From an optimization exercise on the open Yosys and OpenROAD flow, aimed at small area, a short achievable clock period and few clock cycles; shortcuts taken in it are not production practice.
At most, simulation tests tie the RTL to the original design; equivalence was not proved.
Function not checked in runs 4 and 5: the RTL went through the layout flow alone.
No activity file was given, so power comes from the tool's default toggle rates.

**flow/run.sh**
```bash
#!/bin/bash
# synth_recipe.tcl (not shown) runs the flow's synth.tcl, then flattens the netlist and writes it again
# the make line also repeats each setting of config.mk as NAME=value (left out here)
make -C /OpenROAD-flow-scripts/flow DESIGN_CONFIG=/design/flow/config.mk WORK_HOME=/design/flow/orfs CLKGATE_MAP_FILE= SYNTH_SCRIPT=/design/flow/synth_recipe.tcl finish
```
**flow/design.v**
```verilog
module rsm_cpu(clk, reset, mem_rdata, mem_cmd, mem_addr, mem_wdata, halted);
  input clk, reset;
  input [15:0] mem_rdata;
  output [1:0] mem_cmd;
  output [8:0] mem_addr;
  output [15:0] mem_wdata;
  output halted;
  reg [15:0] R [0:7];       
  reg [8:0]  fpc;           
  reg        fv;            
  reg [8:0]  link;          
  reg        fN, fV, fZ;    
  reg        halt_q;
  reg        w_ld;          
  reg [2:0]  ld_rd;
  reg [2:0]  e_ra;          
  reg [2:0]  e_rb;          
  reg [2:0]  e_wd;          
  reg [1:0]  e_sh;
  reg [7:0]  e_imm8;
  reg        e_we;          
  reg        e_ldr, e_str, e_cmp;
  reg        s_imm, s_mov, s_add, s_and, s_mvn, s_link;   
  wire        e_go = !w_ld;                
  wire [15:0] A = R[e_ra];
  wire [15:0] Bq = R[e_rb];
  reg  [15:0] B;
  always @(*)
    case (e_sh)
      2'b00: B = Bq;
      2'b01: B = {Bq[14:0], 1'b0};
      2'b10: B = {1'b0, Bq[15:1]};
      default: B = {Bq[0], Bq[15:1]};
    endcase
  wire [15:0] sum  = A + B;
  wire [15:0] diff = A - B;
  wire [15:0] res  = ({16{s_imm}}  & {{8{e_imm8[7]}}, e_imm8}) |
                     ({16{s_mov}}  & B) |
                     ({16{s_add}}  & sum) |
                     ({16{s_and}}  & (A & B)) |
                     ({16{s_mvn}}  & ~B) |
                     ({16{s_link}} & {7'b0, link});
  wire nN = diff[15];
  wire nZ = (A == B);
  wire nV = (A[15] == B[15]) ? (sum[15] != A[15]) : (diff[15] != A[15]);
  wire [8:0] daddr = A[8:0] + {{4{e_imm8[4]}}, e_imm8[4:0]};
  wire e_mem = e_go & (e_ldr | e_str);
  assign mem_cmd   = halt_q ? 2'b00 : (e_go & e_str) ? 2'b01 : 2'b10;
  assign mem_addr  = e_mem ? daddr : fpc;
  assign mem_wdata = Bq;
  assign halted    = halt_q;
  wire fetch = !halt_q & !e_mem;
  wire [15:0] I = mem_rdata;
  wire [4:0]  opc = I[15:11];
  wire d_b    = (opc == 5'b00100);
  wire d_bl   = (opc == 5'b01011) | (opc == 5'b01010);
  wire d_bx   = (opc == 5'b01000);
  wire d_halt = (opc == 5'b11100);
  wire d_str  = (opc == 5'b10000);
  wire cmp_now = e_go & e_cmp;
  wire cN = cmp_now ? nN : fN;
  wire cV = cmp_now ? nV : fV;
  wire cZ = cmp_now ? nZ : fZ;
  reg cond;
  always @(*)
    case (I[10:8])
      3'b000: cond = 1'b1;
      3'b001: cond = cZ;
      3'b010: cond = ~cZ;
      3'b011: cond = cN ^ cV;
      3'b100: cond = (cN ^ cV) | cZ;
      default: cond = 1'b0;
    endcase
  wire taken = fv & ((d_b & cond) | d_bl | d_bx);
  wire [8:0] target = d_bx ? link : fpc + {I[7], I[7:0]};
  integer i;
  always @(posedge clk) begin
    if (reset) begin
      fpc <= 9'd0;
      fv <= 1'b0;
      halt_q <= 1'b0;
      w_ld <= 1'b0;
      e_we <= 1'b0; e_ldr <= 1'b0; e_str <= 1'b0; e_cmp <= 1'b0;
    end else begin
      if (taken) fpc <= target;
      else if (fetch) fpc <= fpc + 9'd1;
      fv <= fetch & ~taken;
      if (fv & d_bl) link <= fpc;
      if (fv & d_halt) halt_q <= 1'b1;
      w_ld <= e_go & e_ldr;
      if (e_go & e_ldr) ld_rd <= e_wd;
      if (fv) begin
        e_ra   <= I[10:8];
        e_rb   <= d_str ? I[7:5] : I[2:0];
        e_wd   <= ((opc == 5'b11010) | d_bl) ? I[10:8] : I[7:5];
        e_sh   <= I[4:3];
        e_imm8 <= I[7:0];
        e_we   <= (opc == 5'b11010) | (opc == 5'b11000) | (opc == 5'b10100) |
                  (opc == 5'b10110) | (opc == 5'b10111) | d_bl;
        e_ldr  <= (opc == 5'b01100);
        e_str  <= d_str;
        e_cmp  <= (opc == 5'b10101);
        s_imm  <= (opc == 5'b11010);
        s_mov  <= (opc == 5'b11000);
        s_add  <= (opc == 5'b10100);
        s_and  <= (opc == 5'b10110);
        s_mvn  <= (opc == 5'b10111);
        s_link <= d_bl;
      end else if (e_go) begin
        e_we <= 1'b0; e_ldr <= 1'b0; e_str <= 1'b0; e_cmp <= 1'b0;
      end
      if (cmp_now) begin fN <= nN; fV <= nV; fZ <= nZ; end
    end
  end
  always @(posedge clk) begin
    if (w_ld) R[ld_rd] <= mem_rdata;
    else if (e_we) R[e_wd] <= res;
  end
endmodule
```
**flow/constraint.sdc**
```tcl
create_clock -name core_clock -period 8.0 [get_ports {clk}]
set_input_delay 1.6000 -clock core_clock [delete_from_list [all_inputs] [get_ports {clk}]]
set_output_delay 1.6000 -clock core_clock [all_outputs]
set_load 0.01 [all_outputs]
```
**flow/config.mk**
```make
export PLATFORM = sky130hd
export DESIGN_NAME = rsm_cpu
export DESIGN_NICKNAME = rsm_cpu
export VERILOG_FILES = /design/flow/design.v
export SDC_FILE = /design/flow/constraint.sdc
export NUM_CORES = 4
export LEC_CHECK = 0
export ABC_CLOCK_PERIOD_IN_PS = 4000
export CAP_MARGIN = 20
export CORE_MARGIN = 2
export CORE_UTILIZATION = 40
export SETUP_SLACK_MARGIN = 3.5
export SLEW_MARGIN = 20
```
==> flow_summary.yaml, run 1 <==
routing:
  drt-pass1-iter-count: 5
  vias: 7962
  via_per_inst: 5.85
  wl_per_cell_um: 23.0
  drc_errors: 0
  ant_nets: 0
  drt_iter0_markers: 685
  drt-total-wl_mm: 31.3
cells_and_area:
  finalInstanceArea_mm2: 0.0140
  drive_above_1_share_pct: 35.0
  diodes: 0
  register_area_mm2: 0.00544
  nets: 1076
  area_growth_pct: 27.0
  multi_input_area_mm2: 0.00604
  fillCellCount: 2318
  finalNonFillerCells: 1360
die:
  ios: 46
  die-area_mm2: 0.0290
  coreArea_mm2: 0.0270
  dieWidth_um: 170
  rows: 60
  start_util_pct: 40.9
  die_height_um: 170
timing:
  finalClockSkew_ns: 0.0167
  slew_headroom_pct: 29.5
  max_freq_ghz: 0.198
  fin_ws_ns: 2.94
  fin_tns_setup_ns: 0
  finalHoldViolCount: 0
  fin_crit_sh_pct: 63.2
  worst_slew_pin_slew_ns: 1.06
  setup_viol: 0
  drv_slew: 0
  finalCriticalPeriod_ns: 5.06
  grt_setup_unrepaired: "true"
global_route:
  grt_overflow_total: 0
  grt_usage_pct: 22.2
  grt_pass1_vias: 7897
  antenna_found_initial: 0
  grt_pass1_wl_mm: 47.3
  grt_max_degree: 33
clock_tree:
  cts_tree: "yes"
  cts_max_level: 4
  clkLatencyLatePin_ns: 0.45
  clock_path_buffers: 2
  clkSinkCount: 188
  clkSlewWorstSetupHoldPaths_ns: 0.07
  cts-root-buf: "clkbuf_16"
  numCtsBuffers: 17
synth:
  syn_area_per_cell_um2: 12.5
  ys.flop_type: "edfxtp_1"
  synth-edff-count: 166
  yosysWarnings: 1
  synth_fp_nets: 955
  async_flop_share_pct: 0
  synth_seq_cells: 188
  synthesis.area_mm2: 0.0111
  synth-seq-area-share_pct: 49.1
  synth.distinct_cells: 59
  syn_inst: 885
placement:
  port_buffers: 45
  post-place-ws_ns: 2.14
  place_inst: 1248
  place_area_mm2: 0.0121
  dpl.hpwl_mm: 20.9
  gp_congestion: 0.871
setup_path:
  worst-path-buf-inv: 3
  crit_top_cell: "buf_12"
  crit_fanout: 7
  path_class: "flop to output port"
  crit_slowest_cell: "mux4_2"
  endpoint_kind: "output port"
  critical_path.max_stage_delay_ns: 0.49
  cp.arrival_ns: 3.46
  critPathRequiredTime_ns: 6.40
  crit_path_start_kind: "flop"
  worstPathCellList: "buf_12 > buf_12 > mux4_2 > mux2_2 > ha_1 > a21boi_2 > o21ai_1 > nand2b_1 > a21o_1 > a21oi_2 > xor3_1 > o21ai_2 > buf_2"
  path_delay_family: "multiplexers"
power_and_ir_drop:
  power_density_mw_per_mm2: 199
  total_power_mw: 2.80
  p_leak_nw: 5.11
  ir_worst_vdd_uv: 107
min_path:
  worst_hold_path_type: "flop to flop"
status:
  status: "complete, no violations"
job:
  maxCapViolations: 0
==> worst reg2reg max path, stage by stage (launching register included) <==
cell	delay, ns
dfxtp_4	0.43
buf_12	0.13
buf_16	0.12
mux4_2	0.49
mux2_4	0.31
mux2i_2	0.20
nor2_1	0.09
a21oi_2	0.18
inv_1	0.11
ha_4	0.27
or4_4	0.57
nor2_4	0.13
o31a_1	0.19
a2111oi_4	0.06
buf_4	0.17
a221o_1	0.33
nand3_2	0.09
mux2_4	0.34
or2_4	0.29
mux2_4	0.30
==> cells in the final DEF (no fill, tap or decap), types with 10 or more instances in the layout <==
master,instances
edfxtp_1,166
xnor2_1,13
dfxtp_1,19
clkbuf_16,17
clkdlybuf4s50_1,37
buf_12,11
ha_4,15
ha_1,32
mux2_4,13
buf_4,77
o21ai_1,12
a21oi_1,39
o21ai_0,17
a21oi_2,22
mux2i_1,27
inv_1,32
xor2_1,14
mux2_2,27
nor3_1,10
nor2b_1,13
nor2_1,71
mux4_2,64
nand2_1,61
inv_2,11
==> worst paths after layout <==
path | from | endpoint | slack (ns) | cells after the start
hold reg to reg | e_rb[2]$_DFFE_PP_ | flop | 0.46 | 2
hold / removal | e_rb[2]$_DFFE_PP_ | flop | 0.46 | 2
setup reg to reg | flop | fpc[8]$_SDFFE_PP0P_ | 3.12 | 19
setup / recovery | flop | mem_addr[8] | 2.94 | 13
==> logic make-up (layout without fill, tap and decap cells) <==
group / Yosys count / in the layout / synth area share (%)
AO/OA/AOI/OAI: 178 / 178 / 10.2
AND/OR/NAND/NOR: 213 / 214 / 8.84
XOR/XNOR: 33 / 33 / 2.75
adder cells (fa/ha/maj): 52 / 52 / 6.09
flip-flops: 188 / 188 / 49.1
buffers and inverters: 85 / 218 / 2.99
multiplexers: 136 / 136 / 20.1
==> metal layers <==
metal	global-route usage (%)	vias to the layer above	part of all wire, %
li1	-	3655	-
met1	30.5	4018	44
met2	36.8	261	49
met3	3.12	28	5.5
met4	6.32	0	1.5
met5	0	-	0
==> where the power goes <==
group          internal [mW]  switching [mW]
registers               1.10          0.0292
clock network          0.453           0.437
logic                  0.386           0.394
==> cell usage after synthesis, drive strengths merged, types with 4 or more instances <==
cell,instances,share of area (%)
mux4,64,13
nand2b,4,0.23
o21ai,37,1.7
ha,49,5.5
nor2b,14,0.79
a41oi,7,0.55
xnor2,17,1.3
clkbuf,28,0.95
and3,5,0.28
xor2,15,1.2
dfxtp,22,4.0
a221oi,5,0.40
nor2,80,2.7
a22oi,8,0.54
nor3b,4,0.27
and2,4,0.23
a21oi,61,2.8
buf,14,0.58
nand2,61,2.1
mux2i,32,2.9
a31oi,14,0.79
mux2,40,4.1
o31ai,11,0.75
nand4,5,0.28
a21o,5,0.34
a211oi,9,0.61
nor3,11,0.50
inv,43,1.5
edfxtp,166,45
nand3,10,0.45
==> flip-flops by register name, summed over array words and instances, names as in the netlist, 3 cells and up, named ones only <==
signal  flops
link        9
e_rb        3
ld_rd       3
e_imm8      7
e_wd        3
R         128
e_ra        3
fpc         9
==> area by class of cell <==
| class | count | area share [%] |
|---|---|---|
| Sequential cell | 188 | 38.7 |
| Tap cell | 341 | 3.04 |
| Timing Repair Buffer | 143 | 9.77 |
| Inverter | 43 | 1.15 |
| Multi-Input combinational cell | 613 | 43.0 |
| Clock buffer | 17 | 3.03 |
| Clock inverter | 15 | 1.31 |
==> what timing repair did <==
action / CTS / global route
cloned: 3 / 0
hold buffers: 0 / 0
setup buffers: 43 / 34
endpoints found under the setup margin: 141 / 113
gates resized for setup: 98 / 65
pin swaps: 38 / 40
==> per-stage QoR <==
step | utilization, % | hold slack [ns]
2_1_floorplan | - | 0.415
3_3_place_gp | 44.9 | 0.426
3_5_place_dp | 44.9 | 0.443
4_1_cts | 49.8 | 0.460
5_1_grt | 52.0 | 0.492
6_report | 52.0 | 0.461
Testbench counts, summed over its fixed seeds: cycles 76,740.
==> run 2: changes to the inputs <==
--- a/flow/config.mk
+++ b/flow/config.mk
@@ -6,5 +6,4 @@
 export NUM_CORES = 4
 export LEC_CHECK = 0
-export ABC_CLOCK_PERIOD_IN_PS = 4000
 export CAP_MARGIN = 20
 export CORE_MARGIN = 2
==> flow_summary.yaml, run 2 <==
clock_tree:
  clock_path_buffers: 2
  cts_tree: "yes"
  clkSlewWorstSetupHoldPaths_ns: 0.07
  cts_max_level: 4
  clkSinkCount: 188
  holdBufCountCts: 0
  clkLatencyLatePin_ns: 0.45
  numCtsBuffers: 17
  cts-root-buf: "clkbuf_16"
cells_and_area:
  layout_commonest_cell: "edfxtp_1"
  reg_top3: "R x128, fpc x9, link x9"
  largest_reg_flops: 128
  finalNonFillerCells: 1360
  drive_above_1_share_pct: 35.0
  nets: 1076
  finalInstanceArea_mm2: 0.0140
  regMostFlops: "R"
  final_cell_mix: "edfxtp_1, buf_4, nor2_1"
  area_growth_pct: 27.0
  diodes: 0
global_route:
  grt_pass1_wl_mm: 47.3
  grt_overflow_total: 0
  antenna_found_initial: 0
  grt_pass1_vias: 7897
  grt_max_degree: 33
  grt_usage_pct: 22.2
placement:
  dpl.hpwl_mm: 20.9
  gp_congestion: 0.871
  place_area_mm2: 0.0121
  port_buffers: 45
  place_inst: 1248
synth:
  synthTopCellsByArea: "edfxtp_1, mux4_2, ha_1, dfxtp_1, mux2_2"
  synth.distinct_cells: 59
  synthesis.area_mm2: 0.0111
  synth_seq_cells: 188
  synth_compound_area_share_pct: 10.2
  synthXorXnorAreaFrac_pct: 2.75
  synth_most_common_cell: "edfxtp_1"
  async_flop_share_pct: 0
  yosys-top-cells-count: "edfxtp_1, nor2_1, mux4_2"
  synth-seq-area-share_pct: 49.1
  netlist.top_cell.by_area: "edfxtp_1"
  synth-edff-count: 166
  synth_fa_ha_area_share_pct: 6.09
  synth_top_family_by_area: "multiplexers"
  syn_area_per_cell_um2: 12.5
  synthMuxAreaShare_pct: 20.1
  yosysWarnings: 1
  synth_fp_nets: 955
  synthSimpleGateAreaFrac_pct: 8.84
  syn_inst: 885
  ys.flop_type: "edfxtp_1"
  synth_top_area_share_pct: 45.1
routing:
  drt-total-wl_mm: 31.3
  drt_iter0_markers: 685
  routed-wl-met2_mm: 15.4
  wl_met1_mm: 13.7
  met3_length_mm: 1.70
  vias: 7962
  drc_errors: 0
  wl_per_cell_um: 23.0
  routed.top_layer: "met4"
  drt-pass1-iter-count: 5
  via_per_inst: 5.85
  ant_nets: 0
power_and_ir_drop:
  power_density_mw_per_mm2: 199
  ir_worst_vdd_uv: 107
  p_leak_nw: 5.11
  total_power_mw: 2.80
setup_path:
  cp.arrival_ns: 3.46
  crit_path_start_kind: "flop"
  endpoint_kind: "output port"
  critPathRequiredTime_ns: 6.40
  path_class: "flop to output port"
  crit_fanout: 7
  r2r_cells: 19
timing:
  finalClockSkew_ns: 0.0167
  drv_slew: 0
  fin_tns_setup_ns: 0
  worst_slew_pin_slew_ns: 1.06
  finalHoldViolCount: 0
  fin_crit_sh_pct: 63.2
  max_freq_ghz: 0.198
  finalCriticalPeriod_ns: 5.06
  slew_headroom_pct: 29.5
  grt_setup_unrepaired: "true"
  setup_viol: 0
die:
  rows: 60
  start_util_pct: 40.9
  ios: 46
  dieWidth_um: 170
  coreArea_mm2: 0.0270
  die_height_um: 170
  die-area_mm2: 0.0290
status:
  status: "complete, no violations"
job:
  maxCapViolations: 0
min_path:
  worst_hold_path_type: "flop to flop"
  min_from: "e_rb[2]$_DFFE_PP_"
  hold_path_depth: 2
## run 2: cell counts after synthesis
No cell type changed its count.
## run 2: path summary, 6_finish.rpt
check | end | slack, ns
worst max-delay path | mem_addr[8] | 2.94
worst min-delay path | flop | 0.46
worst max register to register | fpc[8]$_SDFFE_PP0P_ | 3.12
worst min register to register | flop | 0.46
## run 2: kinds of logic after synthesis
family	after synthesis
buffers and inverters	85
AO/OA/AOI/OAI	178
multiplexers	136
flip-flops	188
adder cells (fa/ha/maj)	52
XOR/XNOR	33
AND/OR/NAND/NOR	213
## run 2: cell type report
| class | count | area (um2) |
|---|---|---|
| flip-flops and latches | 188 | 5440 |
| repair buffers | 143 | 1370 |
| inverters | 43 | 161 |
| clock buffers | 17 | 425 |
| fillers | 2318 | 13000 |
| clock inverters | 15 | 184 |
| well taps | 341 | 427 |
| multi-input cells | 613 | 6040 |
## run 2: routing by layer
layer | vias up | track usage (%)
li1 | 3655 | -
met1 | 4018 | 30.5
met2 | 261 | 36.8
met3 | 28 | 3.12
met4 | 0 | 6.32
met5 | - | 0
## run 2: critical path, cell delays in order, from the launching register on
cell	delay [ns]
dfxtp_4	0.40
buf_12	0.12
buf_12	0.11
mux4_2	0.49
mux2_2	0.33
ha_1	0.33
a21boi_2	0.18
o21ai_1	0.13
nand2b_1	0.09
a21o_1	0.17
a21oi_2	0.12
xor3_1	0.25
o21ai_2	0.13
buf_2	0.15
## run 2: repair_timing
action | 4_1_cts | 5_1_grt
hold endpoints to repair | 0 | 0
setup buffers | 43 | 34
endpoints found under the setup margin | 141 | 113
pin swaps | 38 | 40
cloned | 3 | 0
resized for setup | 98 | 65
## run 2: report_power, final
| group | switching [mW] | internal [mW] |
|---|---|---|
| Sequential | 0.0292 | 1.10 |
| Clock | 0.437 | 0.453 |
| Combinational | 0.394 | 0.386 |
| Total | 0.860 | 1.94 |
## run 2: through the flow
| step | setup slack [ns] | utilization (%) | hold WS [ns] |
|---|---|---|---|
| after floorplan | 3.23 | - | 0.415 |
| after global placement | 2.17 | 44.9 | 0.426 |
| after detailed placement | 2.14 | 44.9 | 0.443 |
| after CTS | 2.88 | 49.8 | 0.460 |
| after global routing | 2.81 | 52.0 | 0.492 |
| final | 2.94 | 52.0 | 0.461 |
==> run 3: changes to the inputs <==
--- a/flow/config.mk
+++ b/flow/config.mk
@@ -9,4 +9,3 @@
 export CORE_MARGIN = 2
 export CORE_UTILIZATION = 40
-export SETUP_SLACK_MARGIN = 3.5
 export SLEW_MARGIN = 20
==> flow_summary.yaml, run 3 <==
cells_and_area:
  drive_above_1_share_pct: 18.0
  fillCellCount: 2435
  area_growth_pct: 13.3
  layout_commonest_cell: "edfxtp_1"
  largest_reg_flops: 128
  nets: 995
  diodes: 0
  regMostFlops: "R"
  final_cell_mix: "edfxtp_1, nor2_1, mux4_2"
  reg_top3: "R x128, fpc x9, link x9"
clock_tree:
  clkSinkCount: 188
  cts_setup_buffers: 0
  cts_tree: "yes"
  cts-root-buf: "clkbuf_16"
  clkSlewWorstSetupHoldPaths_ns: 0.08
  cts_max_level: 4
  numCtsBuffers: 17
  postCtsResizedCells: 0
  holdBufCountCts: 0
  clkLatencyLatePin_ns: 0.44
  clock_path_buffers: 2
setup_path:
  critPathRequiredTime_ns: 6.40
  endpoint_kind: "output port"
  crit_fanout: 17
  path_class: "flop to output port"
  crit_path_start_kind: "flop"
  cp.arrival_ns: 4.71
synth:
  synth-edff-count: 166
  async_flop_share_pct: 0
  synth_most_common_cell: "edfxtp_1"
  synthTopCellsByArea: "edfxtp_1, mux4_2, ha_1, dfxtp_1, mux2_2"
  synth_top_family_by_area: "multiplexers"
  yosys-top-cells-count: "edfxtp_1, nor2_1, mux4_2"
  synth.distinct_cells: 59
  synth_seq_cells: 188
  syn_area_per_cell_um2: 12.5
  synth_compound_area_share_pct: 10.2
  synth_fa_ha_area_share_pct: 6.09
  synthMuxAreaShare_pct: 20.1
  syn_inst: 885
  synthSimpleGateAreaFrac_pct: 8.84
  yosysWarnings: 1
  synthXorXnorAreaFrac_pct: 2.75
  ys.flop_type: "edfxtp_1"
  synth-seq-area-share_pct: 49.1
  netlist.top_cell.by_area: "edfxtp_1"
  synthesis.area_mm2: 0.0111
  synth_fp_nets: 955
  synth_top_area_share_pct: 45.1
power_and_ir_drop:
  ir_worst_vdd_uv: 126
  power_density_mw_per_mm2: 202
  p_leak_nw: 4.49
  total_power_mw: 2.53
routing:
  ant_nets: 0
  drt-pass1-iter-count: 7
  drc_errors: 0
  drt-total-wl_mm: 29.3
  wl_per_cell_um: 22.9
  vias: 7439
  drt_iter0_markers: 840
  via_per_inst: 5.82
timing:
  worst_slew_pin_slew_ns: 1.04
  drv_slew: 0
  finalClockSkew_ns: 0.0138
  slew_headroom_pct: 30.8
  fin_tns_setup_ns: 0
  setup_viol: 0
  finalCriticalPeriod_ns: 6.31
  finalHoldViolCount: 0
  max_freq_ghz: 0.158
  grt_setup_unrepaired: "false"
  fin_crit_sh_pct: 78.9
global_route:
  grt_max_degree: 33
  grt_use_met2_pct: 35.0
  grt_pass1_wl_mm: 45.2
  grt_pass1_vias: 7602
  grt_overflow_total: 0
  grt_use_met1_pct: 28.7
  grt-busiest-layer: "met2"
  grtUsageMet3_pct: 3.30
  antenna_found_initial: 0
  grt_usage_pct: 21.0
die:
  start_util_pct: 40.9
  rows: 60
  dieWidth_um: 170
  ios: 46
  coreArea_mm2: 0.0270
  die-area_mm2: 0.0290
  die_height_um: 170
placement:
  port_buffers: 45
  dpl.hpwl_mm: 20.4
  gp_congestion: 0.883
status:
  status: "complete, no violations"
job:
  maxCapViolations: 0
min_path:
  worst_hold_path_type: "flop to flop"
[run 3: cell counts after synthesis]
Identical to the previous run, type by type.
[run 3: cell type report]
class / instances / area, um2 / area share [%]
flip-flops and latches: 188 / 5430 / 43.3
multi-input cells: 612 / 5320 / 42.5
repair buffers: 63 / 586 / 4.67
well taps: 341 / 427 / 3.41
clock buffers: 17 / 425 / 3.40
clock inverters: 15 / 176 / 1.41
inverters: 43 / 161 / 1.29
[run 3: through the flow]
step	hold WS [ns]	util [%]	area [um2]	std cells	setup WS, ns
after floorplan	0.415	-	11100	885	2.12
after global placement	0.426	44.1	11900	1247	2.13
after detailed placement	0.429	44.1	11900	1247	2.10
after CTS	0.448	46.3	12500	1279	1.61
after global routing	0.467	46.3	12500	1279	1.26
final	0.447	46.3	12500	1279	1.69
[run 3: logic make-up (layout without fill, tap and decap cells)]
family	after synthesis	count (layout)
adders and majority gates	52	52
muxes	136	136
and+or+nand+nor	213	213
AOI/OAI and AO/OA	178	178
xor gates and xnor gates	33	33
DFF	188	188
buffers and inverters	85	138
[run 3: worst max-delay path: stages (launching register included)]
cell             delay [ns]
dfxtp_2                0.74
buf_4                  0.45
mux4_2                 0.54
mux2_2                 0.33
ha_1                   0.30
o21ai_0                0.12
a21boi_0               0.17
o21ai_0                0.20
nand2b_1               0.11
a21o_1                 0.19
a21oi_1                0.16
xor3_1                 0.25
o21ai_0                0.16
clkdlybuf4s50_1        0.56
[run 3: path summary, 6_finish.rpt]
kind,from,to,slack (ns),depth (start not counted)
min,e_rb[1]$_DFFE_PP_,flop,0.45,2
min reg2reg,e_rb[1]$_DFFE_PP_,flop,0.45,2
max reg2reg,flop,fpc[8]$_SDFFE_PP0P_,2.16,17
max,flop,mem_addr[8],1.69,13
[run 3: layer usage]
metal	part of all wire, %	wire [um]
met4	1.6	471
met1	45	13200
met5	0	0
met3	3.9	1150
met2	49	14400
[run 3: power by group]
part / switching, mW / leakage [nW] / internal (mW) / total (mW)
clock: 0.427 / 0.288 / 0.421 / 0.847
combinational: 0.300 / 2.52 / 0.247 / 0.547
sequential: 0.0368 / 1.68 / 1.10 / 1.13
==> run 4: changes to the inputs <==
--- a/flow/design.v
+++ b/flow/design.v
@@ -21,6 +21,8 @@
   reg        e_we;          
   reg        e_ldr, e_str, e_cmp;
+  reg        e_fix;         
+  reg [8:0]  ea;            
   reg        s_imm, s_mov, s_add, s_and, s_mvn, s_link;   
-  wire        e_go = !w_ld;                
+  wire        e_go = !w_ld & !e_fix;       
   wire [15:0] A = R[e_ra];
   wire [15:0] Bq = R[e_rb];
@@ -44,11 +46,11 @@
   wire nZ = (A == B);
   wire nV = (A[15] == B[15]) ? (sum[15] != A[15]) : (diff[15] != A[15]);
-  wire [8:0] daddr = A[8:0] + {{4{e_imm8[4]}}, e_imm8[4:0]};
+  wire [8:0] eaddr = A[8:0] + {{4{e_imm8[4]}}, e_imm8[4:0]};
   wire e_mem = e_go & (e_ldr | e_str);
   assign mem_cmd   = halt_q ? 2'b00 : (e_go & e_str) ? 2'b01 : 2'b10;
-  assign mem_addr  = e_mem ? daddr : fpc;
+  assign mem_addr  = e_mem ? ea : fpc;
   assign mem_wdata = Bq;
   assign halted    = halt_q;
-  wire fetch = !halt_q & !e_mem;
+  wire fetch = !halt_q & !e_mem & !(e_fix & w_ld);
   wire [15:0] I = mem_rdata;
   wire [4:0]  opc = I[15:11];
@@ -58,4 +60,8 @@
   wire d_halt = (opc == 5'b11100);
   wire d_str  = (opc == 5'b10000);
+  wire d_ldr  = (opc == 5'b01100);
+  wire [15:0] RnD = R[I[10:8]];
+  wire [8:0] daddr = RnD[8:0] + {{4{I[4]}}, I[4:0]};
+  wire haz = fv & (d_ldr | d_str) & e_go & (e_we | e_ldr) & (e_wd == I[10:8]);
   wire cmp_now = e_go & e_cmp;
   wire cN = cmp_now ? nN : fN;
@@ -82,8 +88,12 @@
       w_ld <= 1'b0;
       e_we <= 1'b0; e_ldr <= 1'b0; e_str <= 1'b0; e_cmp <= 1'b0;
+      e_fix <= 1'b0;
     end else begin
       if (taken) fpc <= target;
-      else if (fetch) fpc <= fpc + 9'd1;
-      fv <= fetch & ~taken;
+      else if (fetch & ~haz) fpc <= fpc + 9'd1;
+      fv <= fetch & ~taken & ~haz;
+      e_fix <= haz | (e_fix & w_ld);
+      if (e_fix & ~w_ld) ea <= eaddr;
+      else if (fv) ea <= daddr;
       if (fv & d_bl) link <= fpc;
       if (fv & d_halt) halt_q <= 1'b1;
@@ -98,5 +108,5 @@
         e_we   <= (opc == 5'b11010) | (opc == 5'b11000) | (opc == 5'b10100) |
                   (opc == 5'b10110) | (opc == 5'b10111) | d_bl;
-        e_ldr  <= (opc == 5'b01100);
+        e_ldr  <= d_ldr;
         e_str  <= d_str;
         e_cmp  <= (opc == 5'b10101);
@@ -115,5 +125,5 @@
   always @(posedge clk) begin
     if (w_ld) R[ld_rd] <= mem_rdata;
-    else if (e_we) R[e_wd] <= res;
+    else if (e_go & e_we) R[e_wd] <= res;
   end
 endmodule
==> flow_summary.yaml, run 4 <==
synth:
  synth.distinct_cells: 67
  synth_seq_cells: 198
  yosysWarnings: 1
  synth_top_area_share_pct: 42.0
  synth-edff-count: 175
  async_flop_share_pct: 0
  netlist.top_cell.by_area: "edfxtp_1"
  synth_most_common_cell: "edfxtp_1"
  syn_area_per_cell_um2: 12.6
  yosys-top-cells-count: "edfxtp_1, nor2_1, mux4_2"
  synth_fp_nets: 1075
  synth-seq-area-share_pct: 45.7
  syn_inst: 996
  synthTopCellsByArea: "edfxtp_1, mux4_2, ha_1, mux2_2, dfxtp_1"
  synthesis.area_mm2: 0.0125
  ys.flop_type: "edfxtp_1"
routing:
  wl_per_cell_um: 24.3
  vias: 8551
  drt-pass1-iter-count: 6
  drt_iter0_markers: 815
  via_per_inst: 5.99
  drc_errors: 0
  drt-total-wl_mm: 34.6
  ant_nets: 0
global_route:
  grt_max_degree: 39
  grt_overflow_total: 0
  grt_usage_pct: 21.5
  antenna_found_initial: 0
  grt_pass1_wl_mm: 52.8
  grt_pass1_vias: 8533
clock_tree:
  clkSinkCount: 198
  clkSlewWorstSetupHoldPaths_ns: 0.08
  cts_tree: "yes"
  cts_max_level: 4
  postCtsResizedCells: 0
  cts_setup_buffers: 0
  clkLatencyLatePin_ns: 0.45
  numCtsBuffers: 17
  cts-root-buf: "clkbuf_16"
  holdBufCountCts: 0
  clock_path_buffers: 2
timing:
  setup_viol: 0
  fin_tns_setup_ns: 0
  slew_headroom_pct: 27.7
  max_freq_ghz: 0.173
  finalClockSkew_ns: 0.0118
  grt_setup_unrepaired: "false"
  finalCriticalPeriod_ns: 5.76
  drv_slew: 0
  worst_slew_pin_slew_ns: 1.08
  fin_crit_sh_pct: 72.1
  finalHoldViolCount: 0
cells_and_area:
  fillCellCount: 2766
  area_growth_pct: 11.7
  layout_commonest_cell: "edfxtp_1"
  largest_reg_flops: 128
  nets: 1098
  regMostFlops: "R"
  drive_above_1_share_pct: 21.5
  diodes: 0
  final_cell_mix: "edfxtp_1, mux4_2, nor2_1"
  finalNonFillerCells: 1428
power_and_ir_drop:
  ir_worst_vdd_uv: 142
  p_leak_nw: 5.01
  power_density_mw_per_mm2: 194
setup_path:
  crit_path_start_kind: "flop"
  reg2reg_to: "fpc[3]$_SDFFE_PP0P_"
  r2r_cells: 16
  path_class: "flop to flop"
  cp.arrival_ns: 6.08
  crit_fanout: 18
  rrSetupSlack_ns: 2.24
  critPathRequiredTime_ns: 8.32
  endpoint_kind: "flop"
die:
  ios: 46
  dieWidth_um: 181
  rows: 64
  coreArea_mm2: 0.0307
  die-area_mm2: 0.0327
  die_height_um: 181
  start_util_pct: 40.8
placement:
  gp_congestion: 0.868
  dpl.hpwl_mm: 23.9
  port_buffers: 45
  place_inst: 1396
min_path:
  min_from: "e_rb[1]$_DFFE_PP_"
  worst_hold_path_type: "flop to flop"
  hold_path_depth: 2
job:
  maxCapViolations: 0
status:
  status: "complete, no violations"
-- run 4: how the worst max path moves through the flow --
stage,end,depth (start not counted)
finish,fpc[3]$_SDFFE_PP0P_,16
global placement,fpc[7]$_SDFFE_PP0P_,16
floorplan,ea[8]$_DFFE_PP_,15
CTS,fpc[6]$_SDFFE_PP0P_,16
global route,fpc[4]$_SDFFE_PP0P_,17
detailed placement,fpc[3]$_SDFFE_PP0P_,16
-- run 4: through the flow --
step | power, mW | worst slack, ns | util (%) | area [um2] | hold slack [ns]
4_1_cts | 2.72 | 2.20 | 45.5 | 14000 | 0.454
5_1_grt | 2.82 | 1.75 | 45.5 | 14000 | 0.490
6_report | 2.71 | 2.24 | 45.5 | 14000 | 0.455
3_5_place_dp | 1.84 | 2.24 | 43.5 | 13400 | 0.435
2_1_floorplan | 1.66 | 2.73 | - | 12500 | 0.415
3_3_place_gp | 1.84 | 2.35 | 43.5 | 13400 | 0.426
-- run 4: layout make-up --
type | count | area (um2) | area share, %
inverters | 53 | 199 | 1.42
well taps | 396 | 495 | 3.55
multi-input cells | 686 | 6360 | 45.6
flip-flops and latches | 198 | 5720 | 41.0
repair buffers | 63 | 581 | 4.16
clock buffers | 17 | 425 | 3.05
clock inverters | 15 | 184 | 1.32
-- run 4: worst max-delay path, cell delays in order, from the launching register on --
cell and delay, ns:
dfxtp_2 0.73, buf_4 0.47, mux4_2 0.56, mux2_2 0.37, mux2i_1 0.15, nor2_1 0.06, a21oi_1 0.27, inv_1 0.08
ha_1 0.37, nor4_1 0.59, a21boi_1 0.36, nor3_2 0.11, xnor2_1 0.23, o21ai_1 0.12, o31ai_2 0.51, or2_1 0.54
o31ai_2 0.11
-- run 4: layer usage --
metal | wire, um | share of wire [%] | GRT usage, % | vias to the layer above
met5 | 0 | 0 | 0 | -
met4 | 493 | 1.4 | 5.23 | 0
met3 | 2460 | 7.1 | 4.23 | 33
met2 | 17000 | 49 | 35.4 | 310
met1 | 14700 | 43 | 29.4 | 4333
li1 | - | - | - | 3875
-- run 4: cells by family (layout without fill, tap and decap cells) --
group / count (synthesis) / count (layout) / share of synthesized area [%]
adders and majority gates: 61 / 61 / 6.35
DFF: 198 / 198 / 45.7
muxes: 174 / 174 / 22.7
xor gates and xnor gates: 45 / 45 / 3.27
and+or+nand+nor: 215 / 215 / 8.22
AOI/OAI and AO/OA: 191 / 191 / 10.2
buffers and inverters: 112 / 148 / 3.56
-- run 4: report_power, final --
group / switching [mW] / internal, mW
Combinational: 0.344 / 0.281
Clock: 0.442 / 0.449
Sequential: 0.0371 / 1.16
Total: 0.822 / 1.89
==> run 5: changes to the inputs <==
--- a/flow/config.mk
+++ b/flow/config.mk
@@ -6,6 +6,8 @@
 export NUM_CORES = 4
 export LEC_CHECK = 0
+export ABC_CLOCK_PERIOD_IN_PS = 4000
 export CAP_MARGIN = 20
 export CORE_MARGIN = 2
 export CORE_UTILIZATION = 40
+export SETUP_SLACK_MARGIN = 4
 export SLEW_MARGIN = 20
==> flow_summary.yaml, run 5 <==
setup_path:
  crit_slowest_cell: "mux4_2"
  critical_path.max_stage_delay_ns: 0.51
  endpoint_kind: "flop"
  crit_top_cell: "buf_6"
  path_class: "flop to flop"
  critPathRequiredTime_ns: 8.26
  worstPathCellList: "buf_6 > buf_12 > mux4_2 > mux2_4 > mux2i_1 > nor2_1 > a21oi_2 > inv_2 > ha_4 > or4_4 > o21ai_4 > buf_4 > buf_6 > o21ai_0 > o21a_1 > nor2_2 > xnor2_1 > nand2_1 > a31oi_4"
  worst-path-buf-inv: 5
  path_delay_family: "compound AO/OA/AOI/OAI gates"
  cp.arrival_ns: 4.63
  crit_path_start_kind: "flop"
  crit_fanout: 8
cells_and_area:
  multi_input_area_mm2: 0.00727
  fillCellCount: 2587
  regMostFlops: "R"
  diodes: 0
  drive_above_1_share_pct: 37.5
  utilization_pct: 51.4
  nets: 1198
  layout_commonest_cell: "edfxtp_1"
  final_cell_mix: "edfxtp_1, buf_4, mux4_2"
  area_growth_pct: 26.1
  register_area_mm2: 0.00572
  finalInstanceArea_mm2: 0.0158
  largest_reg_flops: 128
power_and_ir_drop:
  power_density_mw_per_mm2: 185
  ir_worst_vdd_uv: 102
  p_leak_nw: 5.72
routing:
  drt_iter0_markers: 924
  vias: 9103
  drt-total-wl_mm: 36.8
  ant_nets: 0
  drc_errors: 0
  wl_per_cell_um: 24.1
  via_per_inst: 5.96
  drt-pass1-iter-count: 5
clock_tree:
  cts_tree: "yes"
  cts_max_level: 4
  clkSlewWorstSetupHoldPaths_ns: 0.08
  clkSinkCount: 198
  clock_path_buffers: 2
  numCtsBuffers: 17
  cts-root-buf: "clkbuf_16"
  clkLatencyLatePin_ns: 0.45
synth:
  syn_inst: 996
  synthesis.area_mm2: 0.0125
  synth_top_area_share_pct: 42.0
  synth.distinct_cells: 67
  yosysWarnings: 1
  synth-seq-area-share_pct: 45.7
  synthTopCellsByArea: "edfxtp_1, mux4_2, ha_1, mux2_2, dfxtp_1"
  synth-edff-count: 175
  synth_seq_cells: 198
  ys.flop_type: "edfxtp_1"
  synth_fp_nets: 1075
  syn_area_per_cell_um2: 12.6
  async_flop_share_pct: 0
  synth_most_common_cell: "edfxtp_1"
  netlist.top_cell.by_area: "edfxtp_1"
  yosys-top-cells-count: "edfxtp_1, nor2_1, mux4_2"
global_route:
  grtUsageMet3_pct: 4.39
  grt_max_degree: 39
  grt-busiest-layer: "met2"
  grt_usage_pct: 22.6
  grt_use_met1_pct: 30.3
  grt_pass1_vias: 9094
  antenna_found_initial: 2
  grt_pass1_wl_mm: 55.1
  grt_overflow_total: 0
  grt_use_met2_pct: 37.7
die:
  ios: 46
  die-area_mm2: 0.0327
  coreArea_mm2: 0.0307
  rows: 64
  dieWidth_um: 181
  start_util_pct: 40.8
  die_height_um: 181
job:
  maxCapViolations: 0
timing:
  finalClockSkew_ns: 0.0160
  max_freq_ghz: 0.229
  grt_setup_unrepaired: "true"
  fin_ws_ns: 3.63
  setup_viol: 0
  drv_slew: 0
  fin_tns_setup_ns: 0
  worst_slew_pin_slew_ns: 1.10
  finalCriticalPeriod_ns: 4.37
  fin_crit_sh_pct: 54.6
  finalHoldViolCount: 0
  slew_headroom_pct: 27.0
placement:
  post-place-ws_ns: 2.44
  place_area_mm2: 0.0136
  gp_congestion: 0.860
  port_buffers: 45
  dpl.hpwl_mm: 23.7
min_path:
  worst_hold_path_type: "flop to flop"
status:
  status: "complete, no violations"
-- run 5: cell counts after synthesis --
No cell type changed its count.
-- run 5: worst paths after layout --
path | from | endpoint | slack (ns) | depth (start not counted)
worst max-delay path | flop | R[2][13]$_DFFE_PP_ | 3.63 | 19
worst min-delay path | e_rb[2]$_DFFE_PP_ | flop | 0.45 | 2
worst max register to register | flop | R[2][13]$_DFFE_PP_ | 3.63 | 19
worst min register to register | e_rb[2]$_DFFE_PP_ | flop | 0.45 | 2
-- run 5: power by group --
| group | internal, mW | switching [mW] | total [mW] | leakage (nW) |
|---|---|---|---|---|
| logic | 0.430 | 0.457 | 0.887 | 3.66 |
| clock network | 0.418 | 0.423 | 0.840 | 0.280 |
| registers | 1.16 | 0.0237 | 1.18 | 1.78 |
-- run 5: what timing repair did --
item / CTS / global route
pin swaps: 41 / 25
hold buffers: 0 / 0
cloned: 4 / 0
resized for setup: 128 / 49
setup buffers: 64 / 28
setup endpoints to repair: 166 / 126
-- run 5: layout make-up --
cell class                      instances  share of cell area, %
Timing Repair Buffer                  161                   9.63
Inverter                               53                   1.26
Clock buffer                           19                   2.81
Tap cell                              396                   3.14
Sequential cell                       198                   36.3
Clock inverter                         13                  0.738
Multi-Input combinational cell        688                   46.1
-- run 5: kinds of logic (layout without fill, tap and decap cells) --
logic type      Yosys count  in the layout  share of synthesized area (%)
mux                     174            175                           22.7
simple gates            215            216                           8.22
flops                   198            198                           45.7
xor+xnor                 45             45                           3.27
compound gates          191            191                           10.2
buf+inv                 112            246                           3.56
fa+ha+maj                61             61                           6.35
-- run 5: tightest hold or removal path: stages, from the launching register on --
cell	delay [ns]
edfxtp_1	0.32
nand2_1	0.05
nand2_1	0.05
-- run 5: through the flow --
| step | hold slack, ns | power, mW | instances |
|---|---|---|---|
| finish | 0.446 | 2.91 | 1528 |
| global route | 0.485 | 3.02 | 1528 |
| CTS | 0.446 | 2.85 | 1500 |
| detailed placement | 0.429 | 1.89 | 1400 |
| global placement | 0.429 | 1.89 | 1400 |
| floorplan | 0.415 | 1.72 | 996 |
-- run 5: metal layers --
| layer | vias up | wire length (um) |
|---|---|---|
| met5 | - | 91 |
| met4 | 2 | 639 |
| met3 | 50 | 2600 |
| met2 | 322 | 18000 |
| met1 | 4635 | 15500 |
| li1 | 4094 | - |

## port drivers added, routing unchanged
In the flow no input, the clock included, has a driving cell. The finished layouts below were timed again as built, in two steps.
Step 1: set_driving_cell puts a clkbuf_16 on clk and a buf_2 on each other input, an assumption about the parent block.
Step 2 times the ports against the registers' clock, not the clock port: input delays grow and output delays shrink by t, the midpoint of the rising clock arrivals with the driver on.
Slacks: no drivers / after step 1 / after step 2; pairs: no drivers / after step 1.
run	t (ns)	slack for setup (ns)	worst setup path at the end
run 1	0.489	2.941 / 2.890 / 3.119	register to register
run 2	0.489	2.941 / 2.890 / 3.119	register to register
run 3	0.480	1.687 / 1.638 / 2.118	register to output
run 4	0.496	2.235 / 2.235 / 2.235	register to register
run 5	0.495	3.634 / 3.634 / 3.526	input to register
After both steps setup and hold are still met in every run listed. For run 5, which loses most, drivers alone change the setup slack by 0.000 ns; drivers and shift together by -0.108 ns.
